What follows belongs to an exercise in optimizing a design on an open flow for small area; a production flow would make more cautious choices.
In this exercise RTL edits were held to simulation tests only and were not proved equivalent to the original.
Power figures rest on the tool's default switching activity, not on a simulated workload.

## CPU
module CPU(
    input wire CLK,
    input wire RST,
	output wire [31:0]ALU_OUT,
	output wire ALU_OF,
	output wire ALU_ZF,
	output wire [31:0] dbg_inst,
	output wire [31:0] dbg_a,
    output wire [31:0] dbg_b,
	output wire [2:0] dbg_op,
	output wire reg_write_enable,
	output wire [31:0]alu_output,
	output wire [5:0] inst_addr,
	input wire [31:0] inst_data
    );
reg [5:0] pc;
always @(posedge CLK or posedge RST)
	if (RST) pc <= 6'd0;
	else pc <= pc + 6'd1;
reg [31:0] inst_code;
always @(posedge CLK or posedge RST)
	if (RST) inst_code <= 32'd0;
	else inst_code <= inst_data;
assign inst_addr = pc;
assign dbg_inst = inst_code;
wire [5:0] op = inst_code[31:26];
wire [4:0] rs = inst_code[25:21];
wire [4:0] rt = inst_code[20:16];
wire [4:0] rd = inst_code[15:11];
wire [5:0] func = inst_code[5:0];
wire [2:0] alu_op;
wire we;
opt o(.OP(op), .func(func), .ALU_OP(alu_op), .WE(we));
reg [31:1] valid;
wire [31:1] wsel;
wire [31:1] sel_a;
wire [31:1] sel_b;
wire [31:0] f = ALU_OUT;    
wire [31:0] rdata [1:31];
genvar g, b;
generate
	for (g = 1; g < 32; g = g + 1) begin : row
		reg [31:0] q;
		wire [31:0] d;
		assign wsel[g] = we && (rd == g);
		assign sel_a[g] = valid[g] && (rs == g);
		assign sel_b[g] = valid[g] && (rt == g);
		assign d = ({32{wsel[g]}} & f) | ({32{~wsel[g]}} & q);
		always @(posedge CLK) q <= d;
		assign rdata[g] = q;
		always @(posedge CLK or posedge RST)
			if (RST) valid[g] <= 1'b0;
			else if (wsel[g]) valid[g] <= 1'b1;
	end
	for (b = 0; b < 32; b = b + 1) begin : rbit
		wire [31:1] col;
		for (g = 1; g < 32; g = g + 1) begin : c
			assign col[g] = rdata[g][b];
		end
		rf_rbit pa(.S(sel_a), .D(col), .Y(dbg_a[b]));
  ...
Settings: LEC_CHECK=0, CAP_MARGIN=20, CELL_PAD_IN_SITES_DETAIL_PLACEMENT=1, CELL_PAD_IN_SITES_GLOBAL_PLACEMENT=2, CORE_MARGIN=2, CORE_UTILIZATION=40, GPL_ROUTABILITY_DRIVEN=1, PLACE_DENSITY=0.55, SETUP_SLACK_MARGIN=0, SLEW_MARGIN=20, SYNTH_HIERARCHICAL=1; clock period 12.0 ns.
standard.sh (not shown) runs the stock make flow with config.mk's settings and CLKGATE_MAP_FILE= SYNTH_SCRIPT=/design/flow/synth_recipe.tcl, a recipe that flattens the netlist after the stock synthesis.
==> flow/flow/run.sh <==
#!/bin/bash
# Own layout flow: the standard ORFS flow (standard synthesis unchanged),
# with plain buf_1 cells as the port buffers and a clock tree of smaller
# clock buffers without dummy loads. Each tool's output goes to a log of its
# own here.
set -euo pipefail
export BUFFER_PORTS_ARGS="-buffer_cell sky130_fd_sc_hd__buf_1"
export CTS_ARGS="-sink_clustering_enable -repair_clock_nets -dont_use_dummy_load -buf_list {sky130_fd_sc_hd__clkbuf_16} -sink_clustering_size 27 -sink_clustering_max_diameter 130"
bash standard.sh synth > synth.log 2>&1
bash standard.sh \
  "BUFFER_PORTS_ARGS=$BUFFER_PORTS_ARGS" \
  "CTS_ARGS=$CTS_ARGS" \
  finish > layout.log 2>&1
The baseline finished clean.
Change:
--- a/flow/flow/run.sh
+++ b/flow/flow/run.sh
@@ -7,3 +7,3 @@
 export BUFFER_PORTS_ARGS="-buffer_cell sky130_fd_sc_hd__buf_1"
-export CTS_ARGS="-sink_clustering_enable -repair_clock_nets -dont_use_dummy_load -buf_list {sky130_fd_sc_hd__clkbuf_16} -sink_clustering_size 27 -sink_clustering_max_diameter 130"
+export CTS_ARGS="-sink_clustering_enable -repair_clock_nets -dont_use_dummy_load -buf_list {sky130_fd_sc_hd__clkbuf_16} -sink_clustering_size 24 -sink_clustering_max_diameter 120"
 bash standard.sh synth > synth.log 2>&1
Hold slack barely changes.
Register-to-register slack got worse by 0.03 ns.
Setup slack improved by 0.015 ns.
Final area barely changes.
Power climbs by 1.4%.
Global-route usage is about the same.
Die area is unchanged.
Maximum frequency is about the same.
Non-clock buffer count is unchanged.
Routed wire length is about the same.
Synthesized cell count stays the same.
Change:
--- a/flow/flow/run.sh
+++ b/flow/flow/run.sh
@@ -7,3 +7,3 @@
 export BUFFER_PORTS_ARGS="-buffer_cell sky130_fd_sc_hd__buf_1"
-export CTS_ARGS="-sink_clustering_enable -repair_clock_nets -dont_use_dummy_load -buf_list {sky130_fd_sc_hd__clkbuf_16} -sink_clustering_size 24 -sink_clustering_max_diameter 120"
+export CTS_ARGS="-sink_clustering_enable -repair_clock_nets -dont_use_dummy_load -buf_list {sky130_fd_sc_hd__clkbuf_4 sky130_fd_sc_hd__clkbuf_8}"
 bash standard.sh synth > synth.log 2>&1
Sequential power barely changes.
Wire length grows slightly.
Worst setup slack got worse by 0.037 ns.
Die area does not change.
Clock skew grows by 0.052 ns.
Change:
==> flow/flow/run.sh (replaced) <==
#!/bin/bash
# Own layout flow: the standard ORFS flow (standard synthesis unchanged),
# with plain buf_1 cells as the port buffers, no dummy loads in the clock
# tree, and power recovery (downsizing of cells with slack) after global
# routing. Each tool's output goes to a log of its own here.
set -euo pipefail
export BUFFER_PORTS_ARGS="-buffer_cell sky130_fd_sc_hd__buf_1"
export CTS_ARGS="-sink_clustering_enable -repair_clock_nets -dont_use_dummy_load"
export RECOVER_POWER=100
bash standard.sh synth > synth.log 2>&1
bash standard.sh \
  "BUFFER_PORTS_ARGS=$BUFFER_PORTS_ARGS" \
  "CTS_ARGS=$CTS_ARGS" \
  "RECOVER_POWER=$RECOVER_POWER" \
  finish > layout.log 2>&1
=> The changed run finished but failed the layout checks on capacitance limit, slew limit. Cell count falls by 1.4%. Final area barely changes. Clock skew falls by 0.032 ns. Global-route usage falls by 0.24 points. Via count falls by 1.2%.

* * *

## run A
Another version of the RTL of CPU (not shown whole).
Size in the first run: ~3800 cells after synthesis, roughly 1100 flip-flops, ~210 I/O pins, about 43000 sq um of cells after synthesis.
Design CPU, start of the top module:
module CPU(
    input wire CLK,
    input wire RST,
	output wire [31:0]ALU_OUT,
	output wire ALU_OF,
	output wire ALU_ZF,
	output wire [31:0] dbg_inst,
	output wire [31:0] dbg_a,
    output wire [31:0] dbg_b,
	output wire [2:0] dbg_op,
	output wire reg_write_enable,
	output wire [31:0]alu_output,
	output wire [5:0] inst_addr,
	input wire [31:0] inst_data
    );
==> flow/config.mk <==
export PLATFORM = sky130hd
export DESIGN_NAME = CPU
export DESIGN_NICKNAME = CPU
export VERILOG_FILES = /design/flow/design.v
export SDC_FILE = /design/flow/constraint.sdc
export NUM_CORES = 4
export LEC_CHECK = 0
export CAP_MARGIN = 20
export CELL_PAD_IN_SITES_DETAIL_PLACEMENT = 1
export CELL_PAD_IN_SITES_GLOBAL_PLACEMENT = 2
export CORE_MARGIN = 2
export CORE_UTILIZATION = 40
export GPL_ROUTABILITY_DRIVEN = 1
export PLACE_DENSITY = 0.55
export SETUP_SLACK_MARGIN = 0
export SLEW_MARGIN = 20
export SYNTH_HIERARCHICAL = 1
==> flow/constraint.sdc <==
create_clock -name core_clock -period 12.0 [get_ports {CLK}]
set_input_delay 2.4000 -clock core_clock [delete_from_list [all_inputs] [get_ports {CLK}]]
set_output_delay 2.4000 -clock core_clock [all_outputs]
set_load 0.01 [all_outputs]
==> flow/flow/run.sh <==
#!/bin/bash
# Own layout flow: the standard ORFS flow (standard synthesis unchanged),
# with plain buf_1 cells as the port buffers and a clock tree of smaller
# clock buffers without dummy loads. Each tool's output goes to a log of its
# own here.
set -euo pipefail
export BUFFER_PORTS_ARGS="-buffer_cell sky130_fd_sc_hd__buf_1"
export CTS_ARGS="-sink_clustering_enable -repair_clock_nets -dont_use_dummy_load -buf_list {sky130_fd_sc_hd__clkbuf_8} -sink_clustering_size 16 -sink_clustering_max_diameter 90"
bash standard.sh synth > synth.log 2>&1
bash standard.sh \
  "BUFFER_PORTS_ARGS=$BUFFER_PORTS_ARGS" \
  "CTS_ARGS=$CTS_ARGS" \
  finish > layout.log 2>&1
[inputs] run B vs run A
# run A
export LEC_CHECK = 0
export CAP_MARGIN = 20
export CELL_PAD_IN_SITES_DETAIL_PLACEMENT = 1
export CELL_PAD_IN_SITES_GLOBAL_PLACEMENT = 2
export CORE_MARGIN = 2
export CORE_UTILIZATION = 40
export GPL_ROUTABILITY_DRIVEN = 1
export PLACE_DENSITY = 0.55
export SETUP_SLACK_MARGIN = 0
export SLEW_MARGIN = 20
export SYNTH_HIERARCHICAL = 1
create_clock -name core_clock -period 12.0 [get_ports {CLK}]
# run B
export LEC_CHECK = 0
export CAP_MARGIN = 20
export CELL_PAD_IN_SITES_DETAIL_PLACEMENT = 1
export CELL_PAD_IN_SITES_GLOBAL_PLACEMENT = 2
export CORE_MARGIN = 2
export CORE_UTILIZATION = 40
export GPL_ROUTABILITY_DRIVEN = 1
export GPL_TIMING_DRIVEN = 0
export PLACE_DENSITY = 0.55
export SETUP_SLACK_MARGIN = 0
export SLEW_MARGIN = 20
export SYNTH_HIERARCHICAL = 1
create_clock -name core_clock -period 12.0 [get_ports {CLK}]
-- flow/flow/run.sh --
<<< run A, line 6
set -euo pipefail
export BUFFER_PORTS_ARGS="-buffer_cell sky130_fd_sc_hd__buf_1"
export CTS_ARGS="-sink_clustering_enable -repair_clock_nets -dont_use_dummy_load -buf_list {sky130_fd_sc_hd__clkbuf_8} -sink_clustering_size 16 -sink_clustering_max_diameter 90"
bash standard.sh synth > synth.log 2>&1
bash standard.sh \
>>> run B, line 6
set -euo pipefail
export BUFFER_PORTS_ARGS="-buffer_cell sky130_fd_sc_hd__buf_1"
export CTS_ARGS="-sink_clustering_enable -repair_clock_nets -dont_use_dummy_load -buf_list {sky130_fd_sc_hd__clkbuf_16} -sink_clustering_size 27 -sink_clustering_max_diameter 130"
bash standard.sh synth > synth.log 2>&1
bash standard.sh \
[summary]
Taking run B as 1.0, run A lands at 1.05 on power per cell area.
Diff run A -> run B: wire length of the first global-routing pass shows a reduction of 5.1%, combinational group share of total power shows no meaningful change, met3 track demand over resource shows a reduction of 3.9 points, share of cell area taken by flip-flops and latches shows a reduction of 2.6 points, post-route fraction of the period consumed by the critical path shows an increase of 1.7 points.
STATUS max-slew headroom at the worst pin: run B wins against run A
On run B: switching share of power is 1.2 points lower than what run A gave.
Run A -> run B: inserted tap cell count delta 0, exact match
In run B the instance area at placement turned out 2800 sq um higher than in run A.
Input-level comparison between run C and run B:
# run B
export LEC_CHECK = 0
export CAP_MARGIN = 20
export CELL_PAD_IN_SITES_DETAIL_PLACEMENT = 1
export CELL_PAD_IN_SITES_GLOBAL_PLACEMENT = 2
export CORE_MARGIN = 2
export CORE_UTILIZATION = 40
export GPL_ROUTABILITY_DRIVEN = 1
export GPL_TIMING_DRIVEN = 0
export PLACE_DENSITY = 0.55
export SETUP_SLACK_MARGIN = 0
export SLEW_MARGIN = 20
export SYNTH_HIERARCHICAL = 1
create_clock -name core_clock -period 12.0 [get_ports {CLK}]
# run C
export LEC_CHECK = 0
export CAP_MARGIN = 20
export CELL_PAD_IN_SITES_DETAIL_PLACEMENT = 1
export CELL_PAD_IN_SITES_GLOBAL_PLACEMENT = 2
export CORE_MARGIN = 2
export CORE_UTILIZATION = 40
export GPL_ROUTABILITY_DRIVEN = 1
export PLACE_DENSITY = 0.55
export SETUP_SLACK_MARGIN = 0
export SLEW_MARGIN = 20
export SYNTH_HIERARCHICAL = 1
create_clock -name core_clock -period 12.0 [get_ports {CLK}]
==> comparison <==
- Compared with run B, in run C fmax saw an increase; average routed wire per standard cell saw an increase.
- In the tables for run B and run C, number of vias per cell after detailed routing reads lower with run B.
- Run C: full flow OK, the timing, DRC and antenna checks passed
- Run C ended up with inst_code[23]$_DFF_PP0_ as its timing startpoint of the critical path; run B ended up with inst_code[18]$_DFF_PP0_.
- Cell area after layout: higher on run B
- Run B leaves less setup margin than run C.
- Run C reports its library cell contributing the largest single delay on the critical path as sky130_fd_sc_hd__a222oi_1 while run B reports sky130_fd_sc_hd__and3_2.
--- input diff run C..run D ---
# run C
export LEC_CHECK = 0
export CAP_MARGIN = 20
export CELL_PAD_IN_SITES_DETAIL_PLACEMENT = 1
export CELL_PAD_IN_SITES_GLOBAL_PLACEMENT = 2
export CORE_MARGIN = 2
export CORE_UTILIZATION = 40
export GPL_ROUTABILITY_DRIVEN = 1
export PLACE_DENSITY = 0.55
export SETUP_SLACK_MARGIN = 0
export SLEW_MARGIN = 20
export SYNTH_HIERARCHICAL = 1
create_clock -name core_clock -period 12.0 [get_ports {CLK}]
# run D
export LEC_CHECK = 0
export CAP_MARGIN = 20
export CELL_PAD_IN_SITES_DETAIL_PLACEMENT = 1
export CELL_PAD_IN_SITES_GLOBAL_PLACEMENT = 2
export CORE_MARGIN = 2
export CORE_UTILIZATION = 45
export GPL_ROUTABILITY_DRIVEN = 1
export PLACE_DENSITY = 0.6
export SETUP_SLACK_MARGIN = 0
export SLEW_MARGIN = 20
export SYNTH_HIERARCHICAL = 1
create_clock -name core_clock -period 12.0 [get_ports {CLK}]
-- flow/flow/run.sh --
<<< run C, line 6
set -euo pipefail
export BUFFER_PORTS_ARGS="-buffer_cell sky130_fd_sc_hd__buf_1"
export CTS_ARGS="-sink_clustering_enable -repair_clock_nets -dont_use_dummy_load -buf_list {sky130_fd_sc_hd__clkbuf_16} -sink_clustering_size 27 -sink_clustering_max_diameter 130"
bash standard.sh synth > synth.log 2>&1
bash standard.sh \
>>> run D, line 6
set -euo pipefail
export BUFFER_PORTS_ARGS="-buffer_cell sky130_fd_sc_hd__buf_1"
export CTS_ARGS="-sink_clustering_enable -repair_clock_nets -dont_use_dummy_load -buf_list {sky130_fd_sc_hd__clkbuf_16} -sink_clustering_size 24 -sink_clustering_max_diameter 120"
bash standard.sh synth > synth.log 2>&1
bash standard.sh \
### Flow results
- Of run D and run C, the run reporting the higher wire length of the first global-routing pass was run C.
- Worst slack after detailed placement (lower): run C
- Between run D and run C, the difference in total non-filler cell area in the finished layout is negligible.
- [compare] base=run C new=run D: logic depth of the worst path, buffers included climbed 3.3%, maximum clock frequency has increased, core utilization increased by 5.7 points relative to the old numbers, count of boundary I/O pins now sits at about the same level, fraction of power consumed by combinational cells -0.2 points.
- Relative to run C, final worst slack has increased by 450 ps in run D.
- On register fraction of the total cell area, run D and run C are neck and neck.

==> what the ideal ports hide <==
The results above use ideal ports. As a check the final layouts listed here were re-extracted and re-timed, cells and wires unchanged. Step 1: set_driving_cell puts a clkbuf_16 on CLK and a buf_2 on each other input, an assumption about the parent block. Step 2 also shifts input and output timing later by t, the mid clock arrival at the registers, as if the neighbouring blocks saw the same clock. a / b / c = no drivers / after step 1 / after step 2; a / b = the first two.
run	shift t [ns]	setup WS [ns]	clock arrival spread, ns
the first run of note 1	0.752	0.589 / 0.510 / 1.263	0.058 / 0.057
the second run of note 1	0.752	0.604 / 0.524 / 1.275	0.056 / 0.057
the third run of note 1	0.870	0.567 / 0.494 / 1.364	0.108 / 0.108
the fourth run of note 1	0.768	0.402 / 0.323 / 1.092	0.077 / 0.077
run A	0.859	0.453 / 0.377 / 1.236	0.123 / 0.123
run B	0.754	0.247 / 0.169 / 0.923	0.061 / 0.061
run C	0.725	0.421 / 0.339 / 1.063	0.093 / 0.093
run D	0.735	0.872 / 0.795 / 1.529	0.103 / 0.103
